Source: an optimization exercise on an open RTL-to-GDS flow (aim: small area and a short achievable clock period). Production flows keep margins and buffers that such runs may drop.
At most, simulation tests tie the RTL to the original design; equivalence was not proved.
No functional check of the RTL was part of run 1.

==> flow/design.v (outline; a module is shown in full before it is edited, if it fits) <==
// module MrSimSimulation: 958 lines
// module kmfa: 4 lines
module MrSimSimulation(input clk, input reset,
    input [63:0] io_enq_dat,
    input  io_enq_val,
    output io_enq_rdy,
    output[63:0] io_deq_dat,
    output io_deq_val,
    input  io_deq_rdy
);
  // ...
==> flow/flow/run.sh <==
#!/bin/bash
# Standard synthesis, then the standard layout with the resizer aiming for a setup slack margin,
# small port buffers and a smaller clock tree.
set -euo pipefail
bash standard.sh synth > synth.log 2>&1
bash standard.sh SETUP_SLACK_MARGIN=12.4 BUFFER_PORTS_ARGS='-buffer_cell sky130_fd_sc_hd__buf_1' 'CTS_ARGS=-sink_clustering_enable -repair_clock_nets -dont_use_dummy_load -buf_list sky130_fd_sc_hd__clkbuf_16 -sink_clustering_size 30 -sink_clustering_max_diameter 100' finish > layout.log 2>&1
==> flow/standard.sh <==
#!/bin/bash
# synth_recipe.tcl (not shown) runs the flow's synth.tcl, then flattens the netlist and writes it again
# the make line also repeats each setting of config.mk as NAME=value (left out here)
make -C /OpenROAD-flow-scripts/flow DESIGN_CONFIG=/design/flow/config.mk WORK_HOME=/design/flow/orfs CLKGATE_MAP_FILE= SYNTH_SCRIPT=/design/flow/synth_recipe.tcl "${@:-finish}"
==> flow/config.mk <==
export PLATFORM = sky130hd
export DESIGN_NAME = MrSimSimulation
export DESIGN_NICKNAME = MrSimSimulation
export VERILOG_FILES = /design/flow/design.v
export SDC_FILE = /design/flow/constraint.sdc
export NUM_CORES = 4
export LEC_CHECK = 0
export CAP_MARGIN = 20
export CORE_MARGIN = 2
export CORE_UTILIZATION = 40
export PLACE_DENSITY = 0.6
export SLEW_MARGIN = 20
export SYNTH_HIERARCHICAL = 1
export SYNTH_MINIMUM_KEEP_SIZE = 0
==> flow/constraint.sdc <==
create_clock -name core_clock -period 17.0 [get_ports {clk}]
set_input_delay 3.4000 -clock core_clock [delete_from_list [all_inputs] [get_ports {clk}]]
set_output_delay 3.4000 -clock core_clock [all_outputs]
set_load 0.01 [all_outputs]
==> results.cfg, run 1 <==
[timing]
hold_violations = 0
max_freq_mhz = 219
rsz0062_at_grt = true
worst_slack_ns = 12.42
slew_viol_final = 0
max_slew_margin = 0.374
worst_slew_pin_slew_ns = 0.937

[cells_and_area]
inverters = 112
utilization = 0.458
nNonClkBuffers = 125
seq_area_mm2 = 0.00452
clock_area_frac = 0.0248

[yosys]
synth_common_cells = fa_1 (195), and2_1 (172), ha_1 (114), dfxtp_1 (111), inv_1 (110)
synthArstFlopShare = 0
yosys.cell_count.top_type = fa_1
synthTopCellsByArea = fa_1 (26%), dfxtp_1 (15%), edfxtp_1 (14%), ha_1 (9.5%), and2_1 (7.1%)
ys_ff_latch = 183
synth_top_flop_cell = dfxtp_1

[setup_path]
critPathMaxFanout = 2
cp_top_family = adder cells
r2r_start = df0[3]
crit_path_start = io_enq_dat[40]
worstSetupPathType = in2reg

[clock_network]
hold_buffers = 0
post_cts_resized = 82
clk_latency_ns = 0.43

[run_status]
status = timing/DRC/antenna clean

[hold_path]
hold_class = reg2reg
min_from = p1[15]

[placed_design]
place.gp.congestion = 0.827

[route]
ant_nets = 0
route.layer.met1.wl_um = 15900

[floorplan]
die_area_mm2 = 0.0392
==> run 2: changes to the inputs <==
--- a/flow/design.v
+++ b/flow/design.v
@@ -4,17 +4,17 @@
     output io_enq_rdy,
     output[63:0] io_deq_dat,
     output io_deq_val,
     input  io_deq_rdy
 );
   reg [8:0] df0, df1, df2, df3, df4, df5;
   reg [15:0] p1, p2;
   reg v1, v2, v3;
-  reg [4:0] e0, e1, e2;    
+  reg [6:0] e0, e1, e2;    
   reg l20, l21, l10;           
   wire [7:0] px = io_enq_dat[55:48];
   wire [7:0] py = io_enq_dat[63:56];
   wire [8:0] dn0 = {1'b0, io_enq_dat[7:0]} - {1'b0, px};
   wire [8:0] dn1 = {1'b0, io_enq_dat[15:8]} - {1'b0, py};
   wire [8:0] dn2 = {1'b0, io_enq_dat[23:16]} - {1'b0, px};
   wire [8:0] dn3 = {1'b0, io_enq_dat[31:24]} - {1'b0, py};
   wire [8:0] dn4 = {1'b0, io_enq_dat[39:32]} - {1'b0, px};
@@ -736,43 +736,35 @@
   wire ll20_g6 = dist0[6] & ~dist2[6];
   wire ll20_p6 = dist0[6] | ~dist2[6];
   wire ll20_g7 = dist0[7] & ~dist2[7];
   wire ll20_p7 = dist0[7] | ~dist2[7];
   wire ll20_g8 = dist0[8] & ~dist2[8];
   wire ll20_p8 = dist0[8] | ~dist2[8];
   wire ll20_g9 = dist0[9] & ~dist2[9];
   wire ll20_p9 = dist0[9] | ~dist2[9];
-  wire ll20_g10 = dist0[10] & ~dist2[10];
-  wire ll20_p10 = dist0[10] | ~dist2[10];
-  wire ll20_g11 = dist0[11] & ~dist2[11];
-  wire ll20_p11 = dist0[11] | ~dist2[11];
   wire ll20_G607 = ll20_g1 | (ll20_p1 & ll20_g0);
   wire ll20_P608 = ll20_p1 & ll20_p0;
   wire ll20_G609 = ll20_g3 | (ll20_p3 & ll20_g2);
   wire ll20_P610 = ll20_p3 & ll20_p2;
   wire ll20_G611 = ll20_g5 | (ll20_p5 & ll20_g4);
   wire ll20_P612 = ll20_p5 & ll20_p4;
   wire ll20_G613 = ll20_g7 | (ll20_p7 & ll20_g6);
   wire ll20_P614 = ll20_p7 & ll20_p6;
   wire ll20_G615 = ll20_g9 | (ll20_p9 & ll20_g8);
   wire ll20_P616 = ll20_p9 & ll20_p8;
-  wire ll20_G617 = ll20_g11 | (ll20_p11 & ll20_g10);
-  wire ll20_P618 = ll20_p11 & ll20_p10;
-  wire ll20_G619 = ll20_G609 | (ll20_P610 & ll20_G607);
-  wire ll20_P620 = ll20_P610 & ll20_P608;
-  wire ll20_G621 = ll20_G613 | (ll20_P614 & ll20_G611);
-  wire ll20_P622 = ll20_P614 & ll20_P612;
-  wire ll20_G623 = ll20_G617 | (ll20_P618 & ll20_G615);
-  wire ll20_P624 = ll20_P618 & ll20_P616;
-  wire ll20_G625 = ll20_G621 | (ll20_P622 & ll20_G619);
-  wire ll20_P626 = ll20_P622 & ll20_P620;
-  wire ll20_G627 = ll20_G623 | (ll20_P624 & ll20_G625);
-  wire ll20_P628 = ll20_P624 & ll20_P626;
-  wire ll20 = ll20_G627 | ll20_P628;
+  wire ll20_G617 = ll20_G609 | (ll20_P610 & ll20_G607);
+  wire ll20_P618 = ll20_P610 & ll20_P608;
+  wire ll20_G619 = ll20_G613 | (ll20_P614 & ll20_G611);
+  wire ll20_P620 = ll20_P614 & ll20_P612;
+  wire ll20_G621 = ll20_G619 | (ll20_P620 & ll20_G617);
+  wire ll20_P622 = ll20_P620 & ll20_P618;
+  wire ll20_G623 = ll20_G615 | (ll20_P616 & ll20_G621);
+  wire ll20_P624 = ll20_P616 & ll20_P622;
+  wire ll20 = ll20_G623 | ll20_P624;
   wire ll21_g0 = dist1[0] & ~dist2[0];
   wire ll21_p0 = dist1[0] | ~dist2[0];
   wire ll21_g1 = dist1[1] & ~dist2[1];
   wire ll21_p1 = dist1[1] | ~dist2[1];
   wire ll21_g2 = dist1[2] & ~dist2[2];
   wire ll21_p2 = dist1[2] | ~dist2[2];
   wire ll21_g3 = dist1[3] & ~dist2[3];
   wire ll21_p3 = dist1[3] | ~dist2[3];
@@ -783,43 +775,35 @@
   wire ll21_g6 = dist1[6] & ~dist2[6];
   wire ll21_p6 = dist1[6] | ~dist2[6];
   wire ll21_g7 = dist1[7] & ~dist2[7];
   wire ll21_p7 = dist1[7] | ~dist2[7];
   wire ll21_g8 = dist1[8] & ~dist2[8];
   wire ll21_p8 = dist1[8] | ~dist2[8];
   wire ll21_g9 = dist1[9] & ~dist2[9];
   wire ll21_p9 = dist1[9] | ~dist2[9];
-  wire ll21_g10 = dist1[10] & ~dist2[10];
-  wire ll21_p10 = dist1[10] | ~dist2[10];
-  wire ll21_g11 = dist1[11] & ~dist2[11];
-  wire ll21_p11 = dist1[11] | ~dist2[11];
-  wire ll21_G629 = ll21_g1 | (ll21_p1 & ll21_g0);
-  wire ll21_P630 = ll21_p1 & ll21_p0;
-  wire ll21_G631 = ll21_g3 | (ll21_p3 & ll21_g2);
-  wire ll21_P632 = ll21_p3 & ll21_p2;
-  wire ll21_G633 = ll21_g5 | (ll21_p5 & ll21_g4);
-  wire ll21_P634 = ll21_p5 & ll21_p4;
-  wire ll21_G635 = ll21_g7 | (ll21_p7 & ll21_g6);
-  wire ll21_P636 = ll21_p7 & ll21_p6;
-  wire ll21_G637 = ll21_g9 | (ll21_p9 & ll21_g8);
-  wire ll21_P638 = ll21_p9 & ll21_p8;
-  wire ll21_G639 = ll21_g11 | (ll21_p11 & ll21_g10);
-  wire ll21_P640 = ll21_p11 & ll21_p10;
-  wire ll21_G641 = ll21_G631 | (ll21_P632 & ll21_G629);
-  wire ll21_P642 = ll21_P632 & ll21_P630;
-  wire ll21_G643 = ll21_G635 | (ll21_P636 & ll21_G633);
-  wire ll21_P644 = ll21_P636 & ll21_P634;
-  wire ll21_G645 = ll21_G639 | (ll21_P640 & ll21_G637);
-  wire ll21_P646 = ll21_P640 & ll21_P638;
-  wire ll21_G647 = ll21_G643 | (ll21_P644 & ll21_G641);
-  wire ll21_P648 = ll21_P644 & ll21_P642;
-  wire ll21_G649 = ll21_G645 | (ll21_P646 & ll21_G647);
-  wire ll21_P650 = ll21_P646 & ll21_P648;
-  wire ll21 = ll21_G649 | ll21_P650;
+  wire ll21_G625 = ll21_g1 | (ll21_p1 & ll21_g0);
+  wire ll21_P626 = ll21_p1 & ll21_p0;
+  wire ll21_G627 = ll21_g3 | (ll21_p3 & ll21_g2);
+  wire ll21_P628 = ll21_p3 & ll21_p2;
+  wire ll21_G629 = ll21_g5 | (ll21_p5 & ll21_g4);
+  wire ll21_P630 = ll21_p5 & ll21_p4;
+  wire ll21_G631 = ll21_g7 | (ll21_p7 & ll21_g6);
+  wire ll21_P632 = ll21_p7 & ll21_p6;
+  wire ll21_G633 = ll21_g9 | (ll21_p9 & ll21_g8);
+  wire ll21_P634 = ll21_p9 & ll21_p8;
+  wire ll21_G635 = ll21_G627 | (ll21_P628 & ll21_G625);
+  wire ll21_P636 = ll21_P628 & ll21_P626;
+  wire ll21_G637 = ll21_G631 | (ll21_P632 & ll21_G629);
+  wire ll21_P638 = ll21_P632 & ll21_P630;
+  wire ll21_G639 = ll21_G637 | (ll21_P638 & ll21_G635);
+  wire ll21_P640 = ll21_P638 & ll21_P636;
+  wire ll21_G641 = ll21_G633 | (ll21_P634 & ll21_G639);
+  wire ll21_P642 = ll21_P634 & ll21_P640;
+  wire ll21 = ll21_G641 | ll21_P642;
   wire ll10_g0 = dist0[0] & ~dist1[0];
   wire ll10_p0 = dist0[0] | ~dist1[0];
   wire ll10_g1 = dist0[1] & ~dist1[1];
   wire ll10_p1 = dist0[1] | ~dist1[1];
   wire ll10_g2 = dist0[2] & ~dist1[2];
   wire ll10_p2 = dist0[2] | ~dist1[2];
   wire ll10_g3 = dist0[3] & ~dist1[3];
   wire ll10_p3 = dist0[3] | ~dist1[3];
@@ -830,99 +814,115 @@
   wire ll10_g6 = dist0[6] & ~dist1[6];
   wire ll10_p6 = dist0[6] | ~dist1[6];
   wire ll10_g7 = dist0[7] & ~dist1[7];
   wire ll10_p7 = dist0[7] | ~dist1[7];
   wire ll10_g8 = dist0[8] & ~dist1[8];
   wire ll10_p8 = dist0[8] | ~dist1[8];
   wire ll10_g9 = dist0[9] & ~dist1[9];
   wire ll10_p9 = dist0[9] | ~dist1[9];
-  wire ll10_g10 = dist0[10] & ~dist1[10];
-  wire ll10_p10 = dist0[10] | ~dist1[10];
-  wire ll10_g11 = dist0[11] & ~dist1[11];
-  wire ll10_p11 = dist0[11] | ~dist1[11];
-  wire ll10_G651 = ll10_g1 | (ll10_p1 & ll10_g0);
-  wire ll10_P652 = ll10_p1 & ll10_p0;
-  wire ll10_G653 = ll10_g3 | (ll10_p3 & ll10_g2);
-  wire ll10_P654 = ll10_p3 & ll10_p2;
-  wire ll10_G655 = ll10_g5 | (ll10_p5 & ll10_g4);
-  wire ll10_P656 = ll10_p5 & ll10_p4;
-  wire ll10_G657 = ll10_g7 | (ll10_p7 & ll10_g6);
-  wire ll10_P658 = ll10_p7 & ll10_p6;
-  wire ll10_G659 = ll10_g9 | (ll10_p9 & ll10_g8);
-  wire ll10_P660 = ll10_p9 & ll10_p8;
-  wire ll10_G661 = ll10_g11 | (ll10_p11 & ll10_g10);
-  wire ll10_P662 = ll10_p11 & ll10_p10;
-  wire ll10_G663 = ll10_G653 | (ll10_P654 & ll10_G651);
-  wire ll10_P664 = ll10_P654 & ll10_P652;
-  wire ll10_G665 = ll10_G657 | (ll10_P658 & ll10_G655);
-  wire ll10_P666 = ll10_P658 & ll10_P656;
-  wire ll10_G667 = ll10_G661 | (ll10_P662 & ll10_G659);
-  wire ll10_P668 = ll10_P662 & ll10_P660;
-  wire ll10_G669 = ll10_G665 | (ll10_P666 & ll10_G663);
-  wire ll10_P670 = ll10_P666 & ll10_P664;
-  wire ll10_G671 = ll10_G667 | (ll10_P668 & ll10_G669);
-  wire ll10_P672 = ll10_P668 & ll10_P670;
-  wire ll10 = ll10_G671 | ll10_P672;
+  wire ll10_G643 = ll10_g1 | (ll10_p1 & ll10_g0);
+  wire ll10_P644 = ll10_p1 & ll10_p0;
+  wire ll10_G645 = ll10_g3 | (ll10_p3 & ll10_g2);
+  wire ll10_P646 = ll10_p3 & ll10_p2;
+  wire ll10_G647 = ll10_g5 | (ll10_p5 & ll10_g4);
+  wire ll10_P648 = ll10_p5 & ll10_p4;
+  wire ll10_G649 = ll10_g7 | (ll10_p7 & ll10_g6);
+  wire ll10_P650 = ll10_p7 & ll10_p6;
+  wire ll10_G651 = ll10_g9 | (ll10_p9 & ll10_g8);
+  wire ll10_P652 = ll10_p9 & ll10_p8;
+  wire ll10_G653 = ll10_G645 | (ll10_P646 & ll10_G643);
+  wire ll10_P654 = ll10_P646 & ll10_P644;
+  wire ll10_G655 = ll10_G649 | (ll10_P650 & ll10_G647);
+  wire ll10_P656 = ll10_P650 & ll10_P648;
+  wire ll10_G657 = ll10_G655 | (ll10_P656 & ll10_G653);
+  wire ll10_P658 = ll10_P656 & ll10_P654;
+  wire ll10_G659 = ll10_G651 | (ll10_P652 & ll10_G657);
+  wire ll10_P660 = ll10_P652 & ll10_P658;
+  wire ll10 = ll10_G659 | ll10_P660;
   wire le20_g0 = e0[0] & ~e2[0];
   wire le20_p0 = e0[0] | ~e2[0];
   wire le20_g1 = e0[1] & ~e2[1];
   wire le20_p1 = e0[1] | ~e2[1];
   wire le20_g2 = e0[2] & ~e2[2];
   wire le20_p2 = e0[2] | ~e2[2];
   wire le20_g3 = e0[3] & ~e2[3];
   wire le20_p3 = e0[3] | ~e2[3];
   wire le20_g4 = e0[4] & ~e2[4];
   wire le20_p4 = e0[4] | ~e2[4];
-  wire le20_G673 = le20_g1 | (le20_p1 & le20_g0);
-  wire le20_P674 = le20_p1 & le20_p0;
-  wire le20_G675 = le20_g3 | (le20_p3 & le20_g2);
-  wire le20_P676 = le20_p3 & le20_p2;
-  wire le20_G677 = le20_G675 | (le20_P676 & le20_G673);
-  wire le20_P678 = le20_P676 & le20_P674;
-  wire le20_G679 = le20_g4 | (le20_p4 & le20_G677);
-  wire le20_P680 = le20_p4 & le20_P678;
-  wire le20 = le20_G679 | (le20_P680 & l20);
+  wire le20_g5 = e0[5] & ~e2[5];
+  wire le20_p5 = e0[5] | ~e2[5];
+  wire le20_g6 = e0[6] & ~e2[6];
+  wire le20_p6 = e0[6] | ~e2[6];
+  wire le20_G661 = le20_g1 | (le20_p1 & le20_g0);
+  wire le20_P662 = le20_p1 & le20_p0;
+  wire le20_G663 = le20_g3 | (le20_p3 & le20_g2);
+  wire le20_P664 = le20_p3 & le20_p2;
+  wire le20_G665 = le20_g5 | (le20_p5 & le20_g4);
+  wire le20_P666 = le20_p5 & le20_p4;
+  wire le20_G667 = le20_G663 | (le20_P664 & le20_G661);
+  wire le20_P668 = le20_P664 & le20_P662;
+  wire le20_G669 = le20_g6 | (le20_p6 & le20_G665);
+  wire le20_P670 = le20_p6 & le20_P666;
+  wire le20_G671 = le20_G669 | (le20_P670 & le20_G667);
+  wire le20_P672 = le20_P670 & le20_P668;
+  wire le20 = le20_G671 | (le20_P672 & l20);
   wire le21_g0 = e1[0] & ~e2[0];
   wire le21_p0 = e1[0] | ~e2[0];
   wire le21_g1 = e1[1] & ~e2[1];
   wire le21_p1 = e1[1] | ~e2[1];
   wire le21_g2 = e1[2] & ~e2[2];
   wire le21_p2 = e1[2] | ~e2[2];
   wire le21_g3 = e1[3] & ~e2[3];
   wire le21_p3 = e1[3] | ~e2[3];
   wire le21_g4 = e1[4] & ~e2[4];
   wire le21_p4 = e1[4] | ~e2[4];
-  wire le21_G681 = le21_g1 | (le21_p1 & le21_g0);
-  wire le21_P682 = le21_p1 & le21_p0;
-  wire le21_G683 = le21_g3 | (le21_p3 & le21_g2);
-  wire le21_P684 = le21_p3 & le21_p2;
-  wire le21_G685 = le21_G683 | (le21_P684 & le21_G681);
-  wire le21_P686 = le21_P684 & le21_P682;
-  wire le21_G687 = le21_g4 | (le21_p4 & le21_G685);
-  wire le21_P688 = le21_p4 & le21_P686;
-  wire le21 = le21_G687 | (le21_P688 & l21);
+  wire le21_g5 = e1[5] & ~e2[5];
+  wire le21_p5 = e1[5] | ~e2[5];
+  wire le21_g6 = e1[6] & ~e2[6];
+  wire le21_p6 = e1[6] | ~e2[6];
+  wire le21_G673 = le21_g1 | (le21_p1 & le21_g0);
+  wire le21_P674 = le21_p1 & le21_p0;
+  wire le21_G675 = le21_g3 | (le21_p3 & le21_g2);
+  wire le21_P676 = le21_p3 & le21_p2;
+  wire le21_G677 = le21_g5 | (le21_p5 & le21_g4);
+  wire le21_P678 = le21_p5 & le21_p4;
+  wire le21_G679 = le21_G675 | (le21_P676 & le21_G673);
+  wire le21_P680 = le21_P676 & le21_P674;
+  wire le21_G681 = le21_g6 | (le21_p6 & le21_G677);
+  wire le21_P682 = le21_p6 & le21_P678;
+  wire le21_G683 = le21_G681 | (le21_P682 & le21_G679);
+  wire le21_P684 = le21_P682 & le21_P680;
+  wire le21 = le21_G683 | (le21_P684 & l21);
   wire le10_g0 = e0[0] & ~e1[0];
   wire le10_p0 = e0[0] | ~e1[0];
   wire le10_g1 = e0[1] & ~e1[1];
   wire le10_p1 = e0[1] | ~e1[1];
   wire le10_g2 = e0[2] & ~e1[2];
   wire le10_p2 = e0[2] | ~e1[2];
   wire le10_g3 = e0[3] & ~e1[3];
   wire le10_p3 = e0[3] | ~e1[3];
   wire le10_g4 = e0[4] & ~e1[4];
   wire le10_p4 = e0[4] | ~e1[4];
-  wire le10_G689 = le10_g1 | (le10_p1 & le10_g0);
-  wire le10_P690 = le10_p1 & le10_p0;
-  wire le10_G691 = le10_g3 | (le10_p3 & le10_g2);
-  wire le10_P692 = le10_p3 & le10_p2;
-  wire le10_G693 = le10_G691 | (le10_P692 & le10_G689);
-  wire le10_P694 = le10_P692 & le10_P690;
-  wire le10_G695 = le10_g4 | (le10_p4 & le10_G693);
-  wire le10_P696 = le10_p4 & le10_P694;
+  wire le10_g5 = e0[5] & ~e1[5];
+  wire le10_p5 = e0[5] | ~e1[5];
+  wire le10_g6 = e0[6] & ~e1[6];
+  wire le10_p6 = e0[6] | ~e1[6];
+  wire le10_G685 = le10_g1 | (le10_p1 & le10_g0);
+  wire le10_P686 = le10_p1 & le10_p0;
+  wire le10_G687 = le10_g3 | (le10_p3 & le10_g2);
+  wire le10_P688 = le10_p3 & le10_p2;
+  wire le10_G689 = le10_g5 | (le10_p5 & le10_g4);
+  wire le10_P690 = le10_p5 & le10_p4;
+  wire le10_G691 = le10_G687 | (le10_P688 & le10_G685);
+  wire le10_P692 = le10_P688 & le10_P686;
+  wire le10_G693 = le10_g6 | (le10_p6 & le10_G689);
+  wire le10_P694 = le10_p6 & le10_P690;
+  wire le10_G695 = le10_G693 | (le10_P694 & le10_G691);
+  wire le10_P696 = le10_P694 & le10_P692;
   wire le10 = le10_G695 | (le10_P696 & l10);
   wire [1:0] cls = (le20 & le21) ? 2'd2 : le10 ? 2'd1 : 2'd0;
   reg [17:0] q0, q1, q2, q3;
   reg [3:0] f;
   wire enq = v3 & ~f[3];
   wire [3:0] g1 = {1'b0, f[3:1]};
   wire [3:0] fn0 = f | ({4{enq}} & ~f & {f[2:0], 1'b1});
   wire [3:0] fn1 = g1 | ({4{enq}} & ~g1 & {g1[2:0], 1'b1});
@@ -932,17 +932,17 @@
   wire [17:0] n0 = ws1[0] ? din : q1, h0 = ws0[0] ? din : q0;
   wire [17:0] n1 = ws1[1] ? din : q2, h1 = ws0[1] ? din : q1;
   wire [17:0] n2 = ws1[2] ? din : q3, h2 = ws0[2] ? din : q2;
   wire [17:0] n3 = din,               h3 = ws0[3] ? din : q3;
   wire deq = io_deq_rdy & f[0];
   always @(posedge clk) begin
     df0 <= dn0; df1 <= dn1; df2 <= dn2; df3 <= dn3; df4 <= dn4; df5 <= dn5;
     p1 <= io_enq_dat[63:48];
-    e0 <= dist0[16:12]; e1 <= dist1[16:12]; e2 <= dist2[16:12];
+    e0 <= dist0[16:10]; e1 <= dist1[16:10]; e2 <= dist2[16:10];
     l20 <= ll20; l21 <= ll21; l10 <= ll10;
     p2 <= p1;
     if (reset) begin
       v1 <= 1'b0; v2 <= 1'b0; v3 <= 1'b0;
       f <= 4'd0;
     end else begin
       v1 <= io_enq_val; v2 <= v1; v3 <= v2;
       f <= deq ? fn1 : fn0;
==> flow/flow/run.sh (replaced) <==
#!/bin/bash
# Standard synthesis, then the standard layout with the resizer aiming for a setup slack margin,
# small port buffers and a smaller clock tree.
set -euo pipefail
bash standard.sh synth > synth.log 2>&1
bash standard.sh SETUP_SLACK_MARGIN=12.4 BUFFER_PORTS_ARGS='-buffer_cell sky130_fd_sc_hd__buf_1' 'CTS_ARGS=-sink_clustering_enable -repair_clock_nets -dont_use_dummy_load -buf_list sky130_fd_sc_hd__clkbuf_16 -sink_clustering_size 36 -sink_clustering_max_diameter 100' finish > layout.log 2>&1
==> run 2 against run 1 <==
Maximum frequency about the same; core utilization down 0.32 points; design area decreased by 2.6%; final cell count shrank 4.8%; register-to-register slack better by 0.06 ns; routed wire length is 1.3% lower; critical path depth is the same; global-route usage grew 0.078 points; die area shrank 0.94%; critical path type unchanged; largest cell class unchanged.
==> results.cfg, run 2 <==
[run_status]
status = timing/DRC/antenna clean

[floorplan]
start_util = 0.406
fp-row-count = 70
die_area_mm2 = 0.0388
core-area_mm2 = 0.0367
die_h_um = 197
io_pins = 134
die_width_um = 197

[yosys]
synth_top_flop_cell = dfxtp_1
synthesis.area_mm2 = 0.0149
synthTopCellsByArea = fa_1 (26%), dfxtp_1 (16%), edfxtp_1 (15%), ha_1 (9.6%), and2_1 (7.1%)
netlist.area_leader.share = 0.262
synthArstFlopShare = 0
synth.distinct_cells = 53
yosys.area.top_type = fa_1
synth_warnings = 7
syn_area_per_cell_um2 = 11.6
ys_seq_area_frac = 0.302
synth_common_cells = fa_1 (195), and2_1 (170), dfxtp_1 (117), ha_1 (114), inv_1 (86)
ys_ff_latch = 189
yosys.cell_count.top_type = fa_1
synth_edf_count = 72
synth_cells = 1283

[cells_and_area]
fillers = 3381
drive_gt1_frac = 0.140
area_growth_pct = 12.0
final_common_cell = fa_1
nNetsFinal = 1775
final_cell_mix = fa_1 (187), and2_1 (168), ha_1 (96), dfxtp_1 (94), inv_1 (79)

[timing]
rsz0062_at_grt = true
max_freq_mhz = 219
worst_slew_pin_slew_ns = 1.10
hold_violations = 0
period_needed_ns = 4.57
max_slew_margin = 0.269
final.period_utilization = 0.269
worst_slack_ns = 12.43
holdWs_ns = 0.309
finalSetupTns_ns = 0
slew_viol_final = 0
final.setup_skew_ns = 0.0326
setup_viol = 0

[setup_path]
worstPathRequired_ns = 17.35
worstSetupPathType = in2reg
worstSetupEndpointType = flop
worstPathArrival_ns = 4.92
cp-start-kind = input port
crit_chain = buf_4 -> clkinvlp_4 -> ha_4 -> nor2b_1 -> o21ai_1 -> nand2b_1 -> a21o_1 -> a21o_1 -> a21o_1 -> a21oi_1
crit_path_top_delay_cell = ha_4
cpPeakStageDelay_ns = 0.28
critPathMaxFanout = 3
crit_top_cell = a21o_1

[global_routing]
grt_pass1_wl_um = 54300
antenna_found_initial = 5
grt_util_all_layers = 0.184
grt_max_degree = 22
grt-ovfl-total = 0
grt_pass1_vias = 9938

[placed_design]
place_worst_setup_slack_ns = 11.54
portBuffers = 86
place.gp.congestion = 0.817
hpwlAfterDp_um = 27300

[route]
vias = 9278
vias_per_cell = 4.96
drt_iter0_drc = 424
dr.pass1.iters = 5
routed_wl_um = 34300
drc = 0
routedWlPerCell_um = 18.4
ant_nets = 0

[hold_path]
hold_class = reg2reg

[clock_network]
clk_pin_slew_ns = 0.09
clk_path_buf_depth = 2
cts-root-buf = clkbuf_16
numCtsBuffers = 17
clock_sinks = 189
htreeDepth = 4
cts_tree = done
clk_latency_ns = 0.45

[job]
maxCapViolations = 0
==> run 2: kinds of logic (layout without fill, tap and decap cells) <==
group / Yosys count / count (layout) / share of synthesized area
simple gates: 355 / 355 / 0.137
mux: 56 / 56 / 0.0421
flops: 189 / 189 / 0.302
other cells: 2 / 52 / 0.000504
fa+ha+maj: 323 / 323 / 0.367
buf+inv: 138 / 206 / 0.0468
xor+xnor: 65 / 65 / 0.0382
compound gates: 155 / 155 / 0.0660
==> run 2: worst paths after layout <==
kind / from / endpoint / slack, ns / cells after the start
setup / recovery: io_enq_dat[58] / df3[8] / 12.43 / 10
hold / removal: p1[2] / p2[2] / 0.31 / 0
setup reg to reg: df2[8] / e1[4] / 12.52 / 13
hold reg to reg: p1[2] / p2[2] / 0.31 / 0
==> run 2: critical path, delay by kind of cell <==
kind | cells | cell delay (ns)
simple gates | 2 | 0.24
compound gates | 5 | 0.73
fa+ha+maj | 1 | 0.28
buf+inv | 2 | 0.27
==> run 2: layout make-up <==
type	count	area [µm²]	share of cell area
flip-flops and latches	189	4540	0.272
multi-input cells	1001	10300	0.614
inverters	86	374	0.0224
well taps	468	586	0.0351
clock buffers	17	425	0.0255
diodes	5	12.5	0.000750
repair buffers	103	500	0.0300
==> run 2: through the flow <==
stage               std cells  cell area (µm²)  utilization
detailed placement       1830            15900        0.433
finish                   1869            16700        0.455
floorplan                1328            15400            -
global route             1867            16700        0.455
CTS                      1853            16400        0.448
global placement         1830            15900        0.433
==> run 2: metal layers <==
metal	GRT usage	part of all wire	up-vias
met2	0.312	0.50	160
met3	0.0270	0.030	34
met1	0.245	0.46	4683
li1	-	-	4399
met5	0	0.00047	-
met4	0.0532	0.014	2
==> run 2: per-module statistics from Yosys, one instance, submodules excluded <==
| module | flops+latches | times used |
|---|---|---|
| MrSimSimulation | 189 | 1 |
| kmfa | 0 | 168 |
==> run 2: what timing repair did <==
action                     in CTS  in global routing
hold buffers                    0                  0
pin swaps                       8                 26
gates cloned                    0                  0
resized for setup              26                 62
setup endpoints to repair      65                 25
setup buffers                   6                 11
==> run 3: changes to the inputs <==
==> flow/flow/run.sh (replaced) <==
#!/bin/bash
# Standard synthesis, then the standard layout with the resizer aiming for a setup slack margin,
# small port buffers and a smaller clock tree.
set -euo pipefail
bash standard.sh synth > synth.log 2>&1
bash standard.sh SETUP_SLACK_MARGIN=12.3 BUFFER_PORTS_ARGS='-buffer_cell sky130_fd_sc_hd__buf_1' 'CTS_ARGS=-sink_clustering_enable -repair_clock_nets -dont_use_dummy_load -buf_list sky130_fd_sc_hd__clkbuf_16 -sink_clustering_size 30 -sink_clustering_max_diameter 100' finish > layout.log 2>&1
==> run 3 against run 2 <==
Still clean; sequential share of layout area up 0.30 points; count of clock-buffer cells in the layout is the same; global-route usage down 0.17 points; die area stayed put; critical path depth is 4 higher; setup slack lost 0.12 ns; maximum frequency decreased by 2.5%.
==> results.cfg, run 3 <==
[route]
drc = 0
routedWlPerCell_um = 17.9
vias_per_cell = 4.92
drt_iter0_drc = 439
dr.pass1.iters = 5
ant_nets = 0
routed_wl_um = 33300
vias = 9130

[cells_and_area]
seq_area_mm2 = 0.00453
nNetsFinal = 1765
utilization = 0.449
multi_input_area_mm2 = 0.0102
drive_gt1_frac = 0.116
area_growth_pct = 10.5
final_cell_mix = fa_1 (187), and2_1 (169), dfxtp_1 (102), ha_1 (96), buf_1 (80)
fillers = 3361
final_common_cell = fa_1

[setup_path]
crit_chain = nor2b_4 -> fa_1 -> fa_1 -> fa_2 -> fa_1 -> fa_1 -> ha_4 -> and2_4 -> a221oi_4 -> nand2_2 -> a21oi_4 -> nor2_2 -> fa_2 -> xor2_2
crit_top_cell = fa_1
worstPathArrival_ns = 4.99
worstSetupPathType = reg2reg
critPathMaxFanout = 6
cp-start-kind = flop
crit_path_top_delay_cell = fa_1
worstSetupEndpointType = flop
worst-path-buf-inv = 0
worstPathRequired_ns = 17.30
cpPeakStageDelay_ns = 0.61
cp_top_family = adder cells

[floorplan]
core-area_mm2 = 0.0367
die_area_mm2 = 0.0388
fp-row-count = 70
die_width_um = 197
die_h_um = 197
io_pins = 134
start_util = 0.406

[timing]
final.setup_skew_ns = 0.0237
max_freq_mhz = 213
holdWs_ns = 0.319
slew_viol_final = 0
hold_violations = 0
rsz0062_at_grt = true
max_slew_margin = 0.266
final.period_utilization = 0.276
setup_viol = 0
worst_slew_pin_slew_ns = 1.10
finalSetupTns_ns = 0
period_needed_ns = 4.69

[clock_network]
clk_path_buf_depth = 2
cts_tree = done
clock_sinks = 189
clk_pin_slew_ns = 0.07
numCtsBuffers = 17
clk_latency_ns = 0.44
htreeDepth = 4
cts-root-buf = clkbuf_16

[global_routing]
grt_max_degree = 19
grt_pass1_wl_um = 54000
grt_pass1_vias = 9891
grt-ovfl-total = 0
grt_util_all_layers = 0.182
antenna_found_initial = 6

[placed_design]
place.gp.congestion = 0.813
portBuffers = 86
hpwlAfterDp_um = 26900

[yosys]
yosys.area.top_type = fa_1
synth_warnings = 7
yosys.cell_count.top_type = fa_1
synthesis.area_mm2 = 0.0149
synth.distinct_cells = 53
ys_seq_area_frac = 0.302
synthTopCellsByArea = fa_1 (26%), dfxtp_1 (16%), edfxtp_1 (15%), ha_1 (9.6%), and2_1 (7.1%)
syn_area_per_cell_um2 = 11.6
ys_ff_latch = 189
synth_cells = 1283
synthArstFlopShare = 0
netlist.area_leader.share = 0.262
synth_common_cells = fa_1 (195), and2_1 (170), dfxtp_1 (117), ha_1 (114), inv_1 (86)
synth_edf_count = 72
synth_top_flop_cell = dfxtp_1

[hold_path]
hold_class = reg2reg

[run_status]
status = timing/DRC/antenna clean

[job]
maxCapViolations = 0
## run 3: changes by cell type in the layout (fill, tap and decap cells not counted), sizes merged
cell | previous run | this run
buf | 101 | 91
diode | 5 | 2
## run 3: cell families after synthesis
logic type / share of synthesized area
simple gates: 0.137
flops: 0.302
other cells: 0.000504
xor+xnor: 0.0382
compound gates: 0.0660
mux: 0.0421
fa+ha+maj: 0.367
buf+inv: 0.0468
## run 3: final cells by class
type	instances	share of cell area
multi-input combinational	1001	0.619
sequential	189	0.275
tap	468	0.0355
clock buffer	17	0.0258
timing repair buffer	93	0.0243
inverter	86	0.0204
antenna	2	0.000304
## run 3: Yosys stat by module (local to each module, per instance)
module	area (µm²)	times used	flops+latches
MrSimSimulation	11500	1	189
kmfa	20.0	168	0
## run 3: final timing paths
path              slack, ns   start  cells past startpoint  endpoint
setup reg to reg      12.31  df2[8]                     14     e1[5]
hold / removal         0.32   p1[3]                      0     p2[3]
setup / recovery      12.31  df2[8]                     14     e1[5]
hold reg to reg        0.32   p1[3]                      0     p2[3]
## run 3: layer usage
layer  track usage  part of all wire
met1         0.243              0.46
met3        0.0400             0.045
met5             0            0.0016
met4        0.0443             0.012
met2         0.302              0.48
## run 3: per-stage QoR
step | instance area, µm² | std cells | worst slack, ns
after floorplan | 15300 | 1328 | 12.23
after global placement | 15800 | 1830 | 11.61
after detailed placement | 15800 | 1830 | 11.63
after CTS | 16300 | 1848 | 12.20
after global routing | 16500 | 1854 | 12.20
final | 16500 | 1856 | 12.31
## run 3: repair_timing
action	4_1_cts	5_1_grt
hold buffers	0	0
pin swaps	0	17
endpoints found under the setup margin	33	35
buffers inserted	1	6
resized for setup	16	32
==> run 4: changes to the inputs <==
==> flow/flow/run.sh (replaced) <==
#!/bin/bash
# Standard synthesis, then the standard layout with the resizer aiming for a setup slack margin,
# small port buffers and a smaller clock tree.
set -euo pipefail
bash standard.sh synth > synth.log 2>&1
bash standard.sh SETUP_SLACK_MARGIN=12.5 BUFFER_PORTS_ARGS='-buffer_cell sky130_fd_sc_hd__buf_1' 'CTS_ARGS=-sink_clustering_enable -repair_clock_nets -dont_use_dummy_load -buf_list sky130_fd_sc_hd__clkbuf_16 -sink_clustering_size 30 -sink_clustering_max_diameter 100' finish > layout.log 2>&1
==> run 4 against run 3 <==
Hold slack lost 0.0083 ns; routed wire length is 2.9% higher; die area stayed put; sequential cell count did not move; non-clock buffer count up 28; global-route usage barely moved; critical path type is now in2reg; highest routed layer unchanged.
==> results.cfg, run 4 <==
[timing]
worst_slew_pin_slew_ns = 1.10
rsz0062_at_grt = true
slew_viol_final = 0
max_slew_margin = 0.265
final.period_utilization = 0.269
holdWs_ns = 0.310
hold_violations = 0
finalSetupTns_ns = 0
setup_viol = 0
final.setup_skew_ns = 0.0273
period_needed_ns = 4.58
max_freq_mhz = 219

[route]
dr.pass1.iters = 5
vias_per_cell = 4.94
routed_wl_um = 34300
vias = 9311
ant_nets = 0
drc = 0
drt_iter0_drc = 404
routedWlPerCell_um = 18.2

[yosys]
yosys.area.top_type = fa_1
yosys.cell_count.top_type = fa_1
synthTopCellsByArea = fa_1 (26%), dfxtp_1 (16%), edfxtp_1 (15%), ha_1 (9.6%), and2_1 (7.1%)
synth.distinct_cells = 53
syn_area_per_cell_um2 = 11.6
synthesis.area_mm2 = 0.0149
synthArstFlopShare = 0
ys_ff_latch = 189
synth_cells = 1283
netlist.area_leader.share = 0.262
synth_edf_count = 72
synth_warnings = 7
synth_common_cells = fa_1 (195), and2_1 (170), dfxtp_1 (117), ha_1 (114), inv_1 (86)
synth_top_flop_cell = dfxtp_1
ys_seq_area_frac = 0.302

[global_routing]
grt-ovfl-total = 0
grt_pass1_wl_um = 54000
grt_pass1_vias = 9852
antenna_found_initial = 4
grt_util_all_layers = 0.182
grt_max_degree = 20

[setup_path]
worstSetupPathType = in2reg
worstSetupEndpointType = flop
worstPathRequired_ns = 17.34
reg2reg_setup_slack_ns = 12.52
cp-start-kind = input port
worstPathArrival_ns = 4.92
critPathMaxFanout = 3

[placed_design]
hpwlAfterDp_um = 27200
place_area_mm2 = 0.0159
place.gp.congestion = 0.825
portBuffers = 86

[clock_network]
clk_pin_slew_ns = 0.07
cts-root-buf = clkbuf_16
clock_sinks = 189
cts_tree = done
numCtsBuffers = 17
clk_latency_ns = 0.43
clk_path_buf_depth = 2
htreeDepth = 4

[cells_and_area]
area_growth_pct = 14.4
nNetsFinal = 1793
final_common_cell = fa_1
drive_gt1_frac = 0.168
utilization = 0.465
final_cell_mix = fa_1 (186), and2_1 (168), dfxtp_1 (97), ha_1 (93), inv_1 (76)
stdcell_area_mm2 = 0.0171
fillers = 3340

[job]
maxCapViolations = 0

[floorplan]
die_h_um = 197
die_width_um = 197
fp-row-count = 70
core-area_mm2 = 0.0367
die_area_mm2 = 0.0388
start_util = 0.406
io_pins = 134

[hold_path]
hold_class = reg2reg

[run_status]
status = timing/DRC/antenna clean
run 4: logic make-up after synthesis:
| kind of cell | after synthesis | share of synthesized area |
|---|---|---|
| mux | 56 | 0.0421 |
| fa+ha+maj | 323 | 0.367 |
| buf+inv | 138 | 0.0468 |
| simple gates | 355 | 0.137 |
| flops | 189 | 0.302 |
| compound gates | 155 | 0.0660 |
| xor+xnor | 65 | 0.0382 |
| other cells | 2 | 0.000504 |
run 4: area by class of cell:
cell class	count	area [µm²]	share of cell area
sequential	189	4530	0.266
clock buffer	17	425	0.0249
timing repair buffer	121	718	0.0421
multi-input combinational	1001	10400	0.610
tap	468	586	0.0343
inverter	86	374	0.0219
antenna	3	7.51	0.000440
run 4: Yosys stat by module, one instance, submodules excluded:
module | times used | cells inside
MrSimSimulation | 1 | 1115
kmfa | 168 | 1
run 4: repair_timing:
item	CTS	global route
setup buffers	11	24
endpoints found under the setup margin	56	32
pin swaps	19	51
hold buffers	0	0
resized for setup	54	71
run 4: final timing paths:
kind / start / end / cells after the start
setup / recovery: io_enq_dat[50] / df4[8] / 11
hold / removal: p1[13] / p2[13] / 0
setup reg to reg: df2[8] / e1[5] / 14
hold reg to reg: p1[13] / p2[13] / 0
run 4: per-stage QoR:
stage          setup slack (ns)  instances
4_1_cts                   12.47       1858
3_5_place_dp              11.51       1830
5_1_grt                   12.38       1883
2_1_floorplan             12.26       1328
3_3_place_gp              11.52       1830
6_report                  12.42       1885
run 4: critical path, stage by stage:
cell and delay, ns:
buf_8 0.09, clkinvlp_4 0.10, buf_12 0.14, ha_4 0.21, nor2b_4 0.12, o21ai_1 0.12, nand2b_1 0.09, a21o_1 0.16
a21o_1 0.17, a21o_1 0.17, a21oi_2 0.13
run 4: routing by layer:
metal	track usage	vias to the layer above	part of all wire	wire, µm
li1	-	4444	-	-
met1	0.255	4685	0.47	16100
met2	0.294	152	0.47	16200
met3	0.0340	28	0.041	1410
met4	0.0448	2	0.017	573
met5	0	-	0.00038	13
==> run 5: changes to the inputs <==
==> flow/flow/run.sh (replaced) <==
#!/bin/bash
# Standard synthesis, then the standard layout with the resizer aiming for a setup slack margin,
# small port buffers and a smaller clock tree.
set -euo pipefail
bash standard.sh synth > synth.log 2>&1
bash standard.sh SETUP_SLACK_MARGIN=12.4 BUFFER_PORTS_ARGS='-buffer_cell sky130_fd_sc_hd__buf_1' 'CTS_ARGS=-sink_clustering_enable -repair_clock_nets -dont_use_dummy_load -buf_list sky130_fd_sc_hd__clkbuf_16 -sink_clustering_size 24 -sink_clustering_max_diameter 80' finish > layout.log 2>&1
==> run 5 against run 4 <==
Via count down 0.35%; sequential cell count unchanged; register-to-register slack about the same.
==> results.cfg, run 5 <==
[setup_path]
crit_path_top_delay_cell = ha_4
worstPathRequired_ns = 17.35
worstSetupEndpointType = flop
reg2reg_to = e1[4]
cp_top_family = compound AO/OA/AOI/OAI gates
reg2reg_setup_slack_ns = 12.52
worstPathArrival_ns = 4.92
critPathMaxFanout = 3
worst-path-buf-inv = 2
path_depth = 10
worstSetupPathType = in2reg
crit_top_cell = a21o_1
r2r_start = df2[8]
worstRegToRegCells = 13
crit_chain = buf_4 -> clkinvlp_4 -> ha_4 -> nor2b_1 -> o21ai_1 -> nand2b_1 -> a21o_1 -> a21o_1 -> a21o_1 -> a21oi_1
cp-start-kind = input port
cpPeakStageDelay_ns = 0.28

[floorplan]
die_area_mm2 = 0.0388
start_util = 0.406
die_h_um = 197
io_pins = 134
fp-row-count = 70
core-area_mm2 = 0.0367
die_width_um = 197

[hold_path]
min_path_cells = 0
min_from = p1[2]
hold_class = reg2reg
worstHoldEndpoint = p2[2]

[route]
vias_per_cell = 4.96
routedWlPerCell_um = 18.4
routed_wl_um = 34300
dr.pass1.iters = 5
vias = 9278
drc = 0
ant_nets = 0
drt_iter0_drc = 424

[global_routing]
antenna_found_initial = 5
grt_util_all_layers = 0.184
grt-ovfl-total = 0
grt_max_degree = 22
grt_pass1_wl_um = 54300
grt_pass1_vias = 9938

[cells_and_area]
area_growth_pct = 12.0
final_common_cell = fa_1
drive_gt1_frac = 0.140
fin_cells = 1869
seq_area_mm2 = 0.00454
nNetsFinal = 1775
final_cell_mix = fa_1 (187), and2_1 (168), ha_1 (96), dfxtp_1 (94), inv_1 (79)
utilization = 0.455
fillers = 3381
multi_input_area_mm2 = 0.0103

[timing]
slew_viol_final = 0
max_slew_margin = 0.269
rsz0062_at_grt = true
setup_viol = 0
final.period_utilization = 0.269
hold_violations = 0
max_freq_mhz = 219
period_needed_ns = 4.57
final.setup_skew_ns = 0.0326
worst_slew_pin_slew_ns = 1.10
finalSetupTns_ns = 0

[clock_network]
clk_path_buf_depth = 2
htreeDepth = 4
clock_sinks = 189
cts-root-buf = clkbuf_16
clk_pin_slew_ns = 0.09
hold_buffers = 0
cts_tree = done
numCtsBuffers = 17
clk_latency_ns = 0.45

[placed_design]
hpwlAfterDp_um = 27300
place.gp.congestion = 0.817
placedCellCount = 1830
portBuffers = 86

[yosys]
yosys.cell_count.top_type = fa_1
synthesis.area_mm2 = 0.0149
netlist.area_leader.share = 0.262
ys_seq_area_frac = 0.302
synth_warnings = 7
synth_common_cells = fa_1 (195), and2_1 (170), dfxtp_1 (117), ha_1 (114), inv_1 (86)
synth_cells = 1283
syn_area_per_cell_um2 = 11.6
synth_edf_count = 72
synth_top_flop_cell = dfxtp_1
synthArstFlopShare = 0
yosys.area.top_type = fa_1
synthTopCellsByArea = fa_1 (26%), dfxtp_1 (16%), edfxtp_1 (15%), ha_1 (9.6%), and2_1 (7.1%)
ys_ff_latch = 189
synth.distinct_cells = 53

[job]
maxCapViolations = 0

[run_status]
status = timing/DRC/antenna clean
-- run 5: cell counts after synthesis --
Identical to the previous run, type by type.
-- run 5: final cells by class --
cell class,count,area share
tap,468,0.0351
timing repair buffer,103,0.0300
clock buffer,17,0.0255
inverter,86,0.0224
multi-input combinational,1001,0.614
antenna,5,0.000750
sequential,189,0.272
-- run 5: worst max-delay path by stage --
stage,startpoint,end
finish,io_enq_dat[58],df3[8]
global placement,io_enq_dat[49],df0[7]
detailed placement,io_enq_dat[49],df2[7]
global route,df2[8],e1[5]
CTS,io_enq_dat[49],df2[7]
floorplan,io_enq_dat[50],df2[8]
-- run 5: worst reg2reg max path: stages (launching register included) --
cell      delay, ns
dfxtp_4        0.35
nor2b_4        0.13
fa_1           0.56
fa_1           0.45
fa_2           0.37
fa_1           0.52
fa_1           0.47
ha_4           0.27
and2_4         0.15
a221oi_4       0.27
nand2_1        0.10
a21oi_2        0.17
nor2_2         0.06
fa_2           0.55
-- run 5: what timing repair did --
item                       4_1_cts  5_1_grt
setup endpoints to repair       65       25
pin swaps                        8       26
resized for setup               26       62
setup buffers                    6       11
-- run 5: routing by layer --
layer  vias to the layer above  routed length [µm]  track usage
li1                       4399                   -            -
met3                        34                1040       0.0270
met1                      4683               15600        0.245
met2                       160               17100        0.312
met5                         -                  16            0
met4                         2                 495       0.0532
-- run 5: logic make-up after synthesis --
family,synth area share
mux,0.0421
flops,0.302
xor+xnor,0.0382
compound gates,0.0660
buf+inv,0.0468
simple gates,0.137
fa+ha+maj,0.367
other cells,0.000504
-- run 5: metrics by stage --
| stage | area [µm²] | worst slack [ns] | hold WS, ns |
|---|---|---|---|
| after floorplan | 15400 | 12.26 | 0.310 |
| after global placement | 15900 | 11.53 | 0.310 |
| after detailed placement | 15900 | 11.54 | 0.313 |
| after CTS | 16400 | 12.40 | 0.309 |
| after global routing | 16700 | 12.37 | 0.306 |
| final | 16700 | 12.43 | 0.309 |
-- run 5: modules after synthesis, one instance, submodules excluded --
| module | flops+latches | copies in the design | cells | cell area, µm² |
|---|---|---|---|---|
| kmfa | 0 | 168 | 1 | 20.0 |
| MrSimSimulation | 189 | 1 | 1115 | 11500 |
==> run 6: changes to the inputs <==
==> flow/flow/run.sh (replaced) <==
#!/bin/bash
# Standard synthesis, then the standard layout with the resizer aiming for a setup slack margin,
# small port buffers and a smaller clock tree.
set -euo pipefail
bash standard.sh synth > synth.log 2>&1
bash standard.sh SETUP_SLACK_MARGIN=12.4 BUFFER_PORTS_ARGS='-buffer_cell sky130_fd_sc_hd__buf_1' 'CTS_ARGS=-sink_clustering_enable -repair_clock_nets -dont_use_dummy_load -buf_list sky130_fd_sc_hd__clkbuf_16 -sink_clustering_size 30 -sink_clustering_max_diameter 100' finish > layout.log 2>&1
--- a/flow/config.mk
+++ b/flow/config.mk
@@ -8,7 +8,7 @@
 export CAP_MARGIN = 20
 export CORE_MARGIN = 2
 export CORE_UTILIZATION = 40
-export PLACE_DENSITY = 0.6
+export PLACE_DENSITY = 0.75
 export SLEW_MARGIN = 20
 export SYNTH_HIERARCHICAL = 1
 export SYNTH_MINIMUM_KEEP_SIZE = 0
==> run 6 against run 5 <==
Global-route usage is 0.92 points lower; non-clock buffer count fell by 1; via count up 1.9%; first-iteration DRC count grew 21%; count of clock-buffer cells in the layout unchanged; final cell count fell by 0.11%; register-to-register slack gained 0.04 ns; core utilization hardly changed.
==> results.cfg, run 6 <==
[clock_network]
hold_buffers = 0
cts-root-buf = clkbuf_16
clock_sinks = 189
clk_pin_slew_ns = 0.06
clk_path_buf_depth = 2
cts_tree = done
numCtsBuffers = 17
clk_latency_ns = 0.43
htreeDepth = 4

[placed_design]
place_area_mm2 = 0.0159
hpwlAfterDp_um = 26400
place_worst_setup_slack_ns = 11.52
placedCellCount = 1830
place.gp.congestion = 0.844
portBuffers = 86

[route]
routedWlPerCell_um = 17.6
routed_wl_um = 32800
drt_iter0_drc = 515
ant_nets = 0
drc = 0
dr.pass1.iters = 8
vias_per_cell = 5.06
vias = 9456

[timing]
rsz0062_at_grt = true
hold_violations = 0
worst_slack_ns = 12.39
period_needed_ns = 4.61
max_slew_margin = 0.304
final.period_utilization = 0.271
worst_slew_pin_slew_ns = 1.04
finalSetupTns_ns = 0
setup_viol = 0
max_freq_mhz = 217
slew_viol_final = 0
final.setup_skew_ns = 0.0240
holdWs_ns = 0.325

[yosys]
synthArstFlopShare = 0
syn_area_per_cell_um2 = 11.6
yosys.cell_count.top_type = fa_1
synth_cells = 1283
synth_edf_count = 72
synth_warnings = 7
ys_seq_area_frac = 0.302
netlist.area_leader.share = 0.262
synthTopCellsByArea = fa_1 (26%), dfxtp_1 (16%), edfxtp_1 (15%), ha_1 (9.6%), and2_1 (7.1%)
synth.distinct_cells = 53
synth_top_flop_cell = dfxtp_1
ys_ff_latch = 189
synth_common_cells = fa_1 (195), and2_1 (170), dfxtp_1 (117), ha_1 (114), inv_1 (86)
synthesis.area_mm2 = 0.0149
yosys.area.top_type = fa_1

[cells_and_area]
fin_cells = 1867
seq_area_mm2 = 0.00453
nNetsFinal = 1774
drive_gt1_frac = 0.138
area_growth_pct = 12.0
stdcell_area_mm2 = 0.0167
fillers = 3251
final_cell_mix = fa_1 (187), and2_1 (168), dfxtp_1 (97), ha_1 (96), inv_1 (78)
final_common_cell = fa_1
utilization = 0.455
multi_input_area_mm2 = 0.0102

[setup_path]
worstSetupPathType = in2reg
reg2reg_to = e0[5]
reg2reg_setup_slack_ns = 12.56
worstRegToRegCells = 13
cp-start-kind = input port
worstPathArrival_ns = 4.95
critPathMaxFanout = 3
worstSetupEndpointType = flop
r2r_start = df0[8]
worstPathRequired_ns = 17.34

[global_routing]
grt_pass1_wl_um = 52700
antenna_found_initial = 8
grt_max_degree = 19
grt-ovfl-total = 0
grt_pass1_vias = 10300
grt_util_all_layers = 0.175

[job]
maxCapViolations = 0

[floorplan]
fp-row-count = 70
start_util = 0.406
die_h_um = 197
io_pins = 134
die_width_um = 197
die_area_mm2 = 0.0388
core-area_mm2 = 0.0367

[hold_path]
min_from = p1[7]
hold_class = reg2reg
worstHoldEndpoint = p2[7]
min_path_cells = 0

[run_status]
status = timing/DRC/antenna clean
-- run 6: cell types whose count changed in the layout (fill, tap and decap cells not counted), moves of 2 or more --
cell / delta
dfxtp_1: +3
a21oi_2: +2
a21boi_2: -2
buf_1: -2
dfxtp_2: -3
a21boi_1: +2
a21oi_1: -2
-- run 6: final cells by class --
type                    count  share of cell area
clock buffers              17              0.0255
multi-input cells        1001               0.614
well taps                 468              0.0351
repair buffers            102              0.0312
diodes                      4            0.000600
flip-flops and latches    189               0.272
inverters                  86              0.0224
-- run 6: per-module statistics from Yosys (local to each module, per instance) --
module | cell area, µm² | copies in the design | cells inside
kmfa | 20.0 | 168 | 1
MrSimSimulation | 11500 | 1 | 1115
-- run 6: routing by layer --
metal,wire length [µm],track usage,up-vias
met1,13900,0.223,4746
met4,1080,0.0666,8
met2,16200,0.295,228
met5,51,0,-
li1,-,-,4409
met3,1570,0.0331,65
-- run 6: critical path, cell delays in order --
cell and delay (ns):
buf_8 0.08, clkinvlp_4 0.18, ha_4 0.30, nor2b_4 0.12
o21ai_2 0.11, nand2b_1 0.09, a21o_1 0.18, a21o_1 0.19
a21o_1 0.18, a21oi_1 0.13
-- run 6: how the worst max path moves through the flow --
stage | start | end | slack [ns] | cells past startpoint
floorplan | io_enq_dat[50] | df2[8] | 12.26 | 9
finish | io_enq_dat[50] | df4[8] | 12.39 | 10
detailed placement | io_enq_dat[49] | df0[7] | 11.52 | 11
CTS | io_enq_dat[50] | df2[8] | 12.40 | 10
global route | io_enq_dat[33] | df4[7] | 12.35 | 10
global placement | io_enq_dat[49] | df0[7] | 11.54 | 11
-- run 6: kinds of logic (layout without fill, tap and decap cells) --
logic type / Yosys count / count (layout) / share of synthesized area
XOR/XNOR: 65 / 65 / 0.0382
AO/OA/AOI/OAI: 155 / 155 / 0.0660
other: 2 / 51 / 0.000504
buffers and inverters: 138 / 205 / 0.0468
AND/OR/NAND/NOR: 355 / 355 / 0.137
multiplexers: 56 / 56 / 0.0421
flip-flops: 189 / 189 / 0.302
adder cells (fa/ha/maj): 323 / 323 / 0.367
-- run 6: repair_timing --
item	4_1_cts	5_1_grt
endpoints found under the setup margin	54	23
pin swaps	7	39
buffers inserted	6	10
endpoints found under the hold margin	0	0
gates resized for setup	25	65
==> run 7: changes to the inputs <==
--- a/flow/config.mk
+++ b/flow/config.mk
@@ -8,7 +8,7 @@
 export CAP_MARGIN = 20
 export CORE_MARGIN = 2
 export CORE_UTILIZATION = 40
-export PLACE_DENSITY = 0.75
+export PLACE_DENSITY = 0.6
 export SLEW_MARGIN = 20
 export SYNTH_HIERARCHICAL = 1
 export SYNTH_MINIMUM_KEEP_SIZE = 0
==> run 7 against run 6 <==
Design area about the same; non-clock buffer count increased by 1; final cell count increased by 0.11%; first-iteration DRC count decreased by 18%; critical endpoint is now df3[8]; largest cell class unchanged.
==> results.cfg, run 7 <==
[cells_and_area]
final_common_cell = fa_1
area_growth_pct = 12.0
fillers = 3381
seq_area_mm2 = 0.00454
multi_input_area_mm2 = 0.0103
drive_gt1_frac = 0.140
final_cell_mix = fa_1 (187), and2_1 (168), ha_1 (96), dfxtp_1 (94), inv_1 (79)
stdcell_area_mm2 = 0.0167
fin_cells = 1869
nNetsFinal = 1775

[timing]
period_needed_ns = 4.57
finalSetupTns_ns = 0
rsz0062_at_grt = true
final.setup_skew_ns = 0.0326
setup_viol = 0
max_freq_mhz = 219
slew_viol_final = 0
hold_violations = 0
max_slew_margin = 0.269
final.period_utilization = 0.269
worst_slew_pin_slew_ns = 1.10

[global_routing]
grt_pass1_vias = 9938
grt_pass1_wl_um = 54300
antenna_found_initial = 5
grt_util_all_layers = 0.184
grt-ovfl-total = 0
grt_max_degree = 22

[floorplan]
die_h_um = 197
die_area_mm2 = 0.0388
io_pins = 134
core-area_mm2 = 0.0367
die_width_um = 197
start_util = 0.406
fp-row-count = 70

[yosys]
synth_edf_count = 72
synth_warnings = 7
ys_ff_latch = 189
synth_cells = 1283
synthesis.area_mm2 = 0.0149
yosys.cell_count.top_type = fa_1
synthTopCellsByArea = fa_1 (26%), dfxtp_1 (16%), edfxtp_1 (15%), ha_1 (9.6%), and2_1 (7.1%)
yosys.area.top_type = fa_1
syn_area_per_cell_um2 = 11.6
ys_seq_area_frac = 0.302
synth.distinct_cells = 53
synth_common_cells = fa_1 (195), and2_1 (170), dfxtp_1 (117), ha_1 (114), inv_1 (86)
synthArstFlopShare = 0
synth_top_flop_cell = dfxtp_1
netlist.area_leader.share = 0.262

[run_status]
status = timing/DRC/antenna clean

[route]
vias = 9278
dr.pass1.iters = 5
ant_nets = 0
routedWlPerCell_um = 18.4
vias_per_cell = 4.96
routed_wl_um = 34300
drt_iter0_drc = 424
drc = 0

[placed_design]
place.gp.congestion = 0.817
hpwlAfterDp_um = 27300
portBuffers = 86
placedCellCount = 1830
place_area_mm2 = 0.0159

[clock_network]
htreeDepth = 4
numCtsBuffers = 17
hold_buffers = 0
clk_pin_slew_ns = 0.09
clock_sinks = 189
cts-root-buf = clkbuf_16
clk_latency_ns = 0.45
cts_tree = done
clk_path_buf_depth = 2

[job]
maxCapViolations = 0

[setup_path]
critPathMaxFanout = 3
worstSetupEndpointType = flop
worstSetupPathType = in2reg
cp-start-kind = input port
worstPathArrival_ns = 4.92
crit_path_start = io_enq_dat[58]
reg2reg_setup_slack_ns = 12.52
r2r_start = df2[8]
worstPathRequired_ns = 17.35

[hold_path]
min_from = p1[2]
hold_class = reg2reg
[run 7: cell counts after synthesis]
No cell type changed its count.
[run 7: timing repair]
action,CTS,global route
setup endpoints to repair,65,25
resized for setup,26,62
gates cloned,0,0
pin swaps,8,26
setup buffers,6,11
[run 7: logic make-up after synthesis]
logic type | count (synthesis) | synth area share
AO/OA/AOI/OAI | 155 | 0.0660
XOR/XNOR | 65 | 0.0382
adder cells (fa/ha/maj) | 323 | 0.367
buffers and inverters | 138 | 0.0468
flip-flops | 189 | 0.302
multiplexers | 56 | 0.0421
other | 2 | 0.000504
AND/OR/NAND/NOR | 355 | 0.137
[run 7: worst max-delay path, cell delays in order]
cell and delay, ns:
buf_4 0.10, clkinvlp_4 0.17, ha_4 0.28, nor2b_1 0.13, o21ai_1 0.14, nand2b_1 0.11
a21o_1 0.16, a21o_1 0.17, a21o_1 0.15, a21oi_1 0.11
[run 7: path summary, 6_finish.rpt]
path,endpoint,depth (start not counted)
min,p2[2],0
max,df3[8],10
max reg2reg,e1[4],13
min reg2reg,p2[2],0
[run 7: area by class of cell]
class | count | share of cell area
repair buffers | 103 | 0.0300
well taps | 468 | 0.0351
diodes | 5 | 0.000750
inverters | 86 | 0.0224
multi-input cells | 1001 | 0.614
flip-flops and latches | 189 | 0.272
clock buffers | 17 | 0.0255
[run 7: Yosys stat by module, one instance, submodules excluded]
module           cells inside  times used  cell area (µm²)
kmfa                        1         168             20.0
MrSimSimulation          1115           1            11500
[run 7: routing by layer]
| metal | track usage | wire length [µm] | vias up |
|---|---|---|---|
| li1 | - | - | 4399 |
| met1 | 0.245 | 15600 | 4683 |
| met2 | 0.312 | 17100 | 160 |
| met3 | 0.0270 | 1040 | 34 |
| met4 | 0.0532 | 495 | 2 |
| met5 | 0 | 16 | - |
[run 7: per-stage QoR]
step                hold WS [ns]  utilization  setup slack [ns]
floorplan                  0.310            -             12.26
global placement           0.310        0.433             11.53
detailed placement         0.313        0.433             11.54
CTS                        0.309        0.448             12.40
global route               0.306        0.455             12.37
finish                     0.309        0.455             12.43
==> run 8: changes to the inputs <==
==> flow/flow/run.sh (replaced) <==
#!/bin/bash
# Standard synthesis, then the standard layout with the resizer aiming for a setup slack margin,
# small port buffers and a smaller clock tree.
set -euo pipefail
bash standard.sh synth > synth.log 2>&1
bash standard.sh SETUP_SLACK_MARGIN=12.4 BUFFER_PORTS_ARGS='-buffer_cell sky130_fd_sc_hd__buf_1' 'CTS_ARGS=-sink_clustering_enable -repair_clock_nets -dont_use_dummy_load -buf_list sky130_fd_sc_hd__clkbuf_16 -sink_clustering_size 30 -sink_clustering_max_diameter 140' finish > layout.log 2>&1
==> run 8 against run 7 <==
Synthesized cell count is the same; critical path depth unchanged; via count did not move; setup slack unchanged; count of clock-buffer cells in the layout did not move; register-to-register slack about the same; design area stayed put; global-route usage did not move; die area unchanged; largest cell class unchanged; highest routed layer unchanged.
==> results.cfg, run 8 <==
[clock_network]
cts-root-buf = clkbuf_16
htreeDepth = 4
cts_tree = done
hold_buffers = 0
numCtsBuffers = 17
clk_path_buf_depth = 2
clk_latency_ns = 0.45
clk_pin_slew_ns = 0.09
clock_sinks = 189

[yosys]
netlist.area_leader.share = 0.262
synth_edf_count = 72
yosys.cell_count.top_type = fa_1
synth_common_cells = fa_1 (195), and2_1 (170), dfxtp_1 (117), ha_1 (114), inv_1 (86)
synth_top_flop_cell = dfxtp_1
synth.distinct_cells = 53
synthArstFlopShare = 0
yosys.area.top_type = fa_1
ys_seq_area_frac = 0.302
synthesis.area_mm2 = 0.0149
synthTopCellsByArea = fa_1 (26%), dfxtp_1 (16%), edfxtp_1 (15%), ha_1 (9.6%), and2_1 (7.1%)
synth_cells = 1283
synth_warnings = 7
syn_area_per_cell_um2 = 11.6
ys_ff_latch = 189

[setup_path]
worstRegToRegCells = 13
crit_path_start = io_enq_dat[58]
worstPathRequired_ns = 17.35
worstSetupEndpointType = flop
r2r_start = df2[8]
reg2reg_to = e1[4]
cp-start-kind = input port
reg2reg_setup_slack_ns = 12.52
worstPathArrival_ns = 4.92
worstSetupPathType = in2reg
critPathMaxFanout = 3

[placed_design]
portBuffers = 86
place.gp.congestion = 0.817
hpwlAfterDp_um = 27300
place_area_mm2 = 0.0159

[global_routing]
antenna_found_initial = 5
grt_pass1_vias = 9938
grt_pass1_wl_um = 54300
grt-ovfl-total = 0
grt_max_degree = 22
grt_util_all_layers = 0.184

[cells_and_area]
area_growth_pct = 12.0
nNetsFinal = 1775
utilization = 0.455
drive_gt1_frac = 0.140
stdcell_area_mm2 = 0.0167
final_cell_mix = fa_1 (187), and2_1 (168), ha_1 (96), dfxtp_1 (94), inv_1 (79)
final_common_cell = fa_1
fillers = 3381

[route]
vias = 9278
drc = 0
ant_nets = 0
vias_per_cell = 4.96
drt_iter0_drc = 424
routedWlPerCell_um = 18.4
dr.pass1.iters = 5
routed_wl_um = 34300

[timing]
finalSetupTns_ns = 0
hold_violations = 0
worst_slew_pin_slew_ns = 1.10
slew_viol_final = 0
max_freq_mhz = 219
setup_viol = 0
final.period_utilization = 0.269
holdWs_ns = 0.309
final.setup_skew_ns = 0.0326
max_slew_margin = 0.269
period_needed_ns = 4.57
rsz0062_at_grt = true

[floorplan]
start_util = 0.406
die_width_um = 197
fp-row-count = 70
die_area_mm2 = 0.0388
die_h_um = 197
io_pins = 134
core-area_mm2 = 0.0367

[hold_path]
hold_class = reg2reg
min_from = p1[2]
worstHoldEndpoint = p2[2]
min_path_cells = 0

[run_status]
status = timing/DRC/antenna clean

[job]
maxCapViolations = 0
run 8: cell counts in the layout (fill, tap and decap cells not counted):
Identical to the previous run, type by type.
run 8: what timing repair did:
| action | in CTS | in global routing |
|---|---|---|
| resized for setup | 26 | 62 |
| buffers inserted | 6 | 11 |
| pin swaps | 8 | 26 |
| setup endpoints to repair | 65 | 25 |
| hold endpoints to repair | 0 | 0 |
run 8: per-module statistics from Yosys (local to each module, per instance):
module,flip-flops and latches,cells inside,times used,area (µm²)
kmfa,0,1,168,20.0
MrSimSimulation,189,1115,1,11500
run 8: critical path: stages:
cell and delay, ns:
buf_4 0.10, clkinvlp_4 0.17, ha_4 0.28, nor2b_1 0.13
o21ai_1 0.14, nand2b_1 0.11, a21o_1 0.16, a21o_1 0.17
a21o_1 0.15, a21oi_1 0.11
run 8: through the flow:
stage	cells	setup slack, ns
floorplan	1328	12.26
global placement	1830	11.53
detailed placement	1830	11.54
CTS	1853	12.40
global route	1867	12.37
finish	1869	12.43
run 8: routing by layer:
metal  global-route usage  vias to the layer above  wire length (µm)
met3               0.0270                       34              1040
met1                0.245                     4683             15600
li1                     -                     4399                 -
met4               0.0532                        2               495
met5                    0                        -                16
met2                0.312                      160             17100
run 8: how the worst max path moves through the flow:
stage | slack, ns | cells past startpoint | to
after global placement | 11.53 | 11 | df0[7]
final | 12.43 | 10 | df3[8]
after floorplan | 12.26 | 9 | df2[8]
after CTS | 12.40 | 11 | df2[7]
after global routing | 12.37 | 14 | e1[5]
after detailed placement | 11.54 | 11 | df2[7]
run 8: cell type report:
cell class / instances / area [µm²] / share of cell area
Tap cell: 468 / 586 / 0.0351
Clock buffer: 17 / 425 / 0.0255
Sequential cell: 189 / 4540 / 0.272
Antenna cell: 5 / 12.5 / 0.000750
Inverter: 86 / 374 / 0.0224
Timing Repair Buffer: 103 / 500 / 0.0300
Multi-Input combinational cell: 1001 / 10300 / 0.614
run 8: cell families (layout without fill, tap and decap cells):
group                    Yosys count  after routing  share of synthesized area
AO/OA/AOI/OAI                    155            155                     0.0660
XOR/XNOR                          65             65                     0.0382
adder cells (fa/ha/maj)          323            323                      0.367
buffers and inverters            138            206                     0.0468
flip-flops                       189            189                      0.302
multiplexers                      56             56                     0.0421
other                              2             52                   0.000504
AND/OR/NAND/NOR                  355            355                      0.137

-- port drivers added, routing unchanged --
Ports are ideal in the flow. The routed layouts listed here were re-timed in OpenROAD. Step 1, drivers: a clkbuf_16 drives clk and a buf_2 each remaining input, both assumed. Step 2 adds t to the input delays and takes it off the output delays; t is the mean of the earliest and latest rising clock arrival at the registers after step 1. Input paths then give back, and output paths get back, about the clock's delay inside the block. a / b / c = ideal / step 1 / step 2; a / b = the first two.
run | shift t [ns] | setup slack, ns | worst register clock-pin slew, ns | pins driven straight from the clock port
run 1 | 0.470 | 12.424 / 12.444 / 11.975 | 0.07 / 0.07 | 1
run 2 | 0.482 | 12.427 / 12.433 / 11.964 | 0.09 / 0.09 | 1
run 3 | 0.474 | 12.311 / 12.311 / 11.940 | 0.07 / 0.07 | 1
run 4 | 0.465 | 12.423 / 12.419 / 11.954 | 0.08 / 0.08 | 1
run 5 | 0.482 | 12.427 / 12.433 / 11.964 | 0.09 / 0.09 | 1
run 6 | 0.469 | 12.390 / 12.379 / 11.911 | 0.08 / 0.08 | 1
run 7 | 0.482 | 12.427 / 12.433 / 11.964 | 0.09 / 0.09 | 1
run 8 | 0.482 | 12.427 / 12.433 / 11.964 | 0.09 / 0.09 | 1
After both steps setup and hold are still met in every run listed. The setup slack of run 6, which loses most, moves by -0.011 ns with the drivers and by -0.479 ns with both steps.
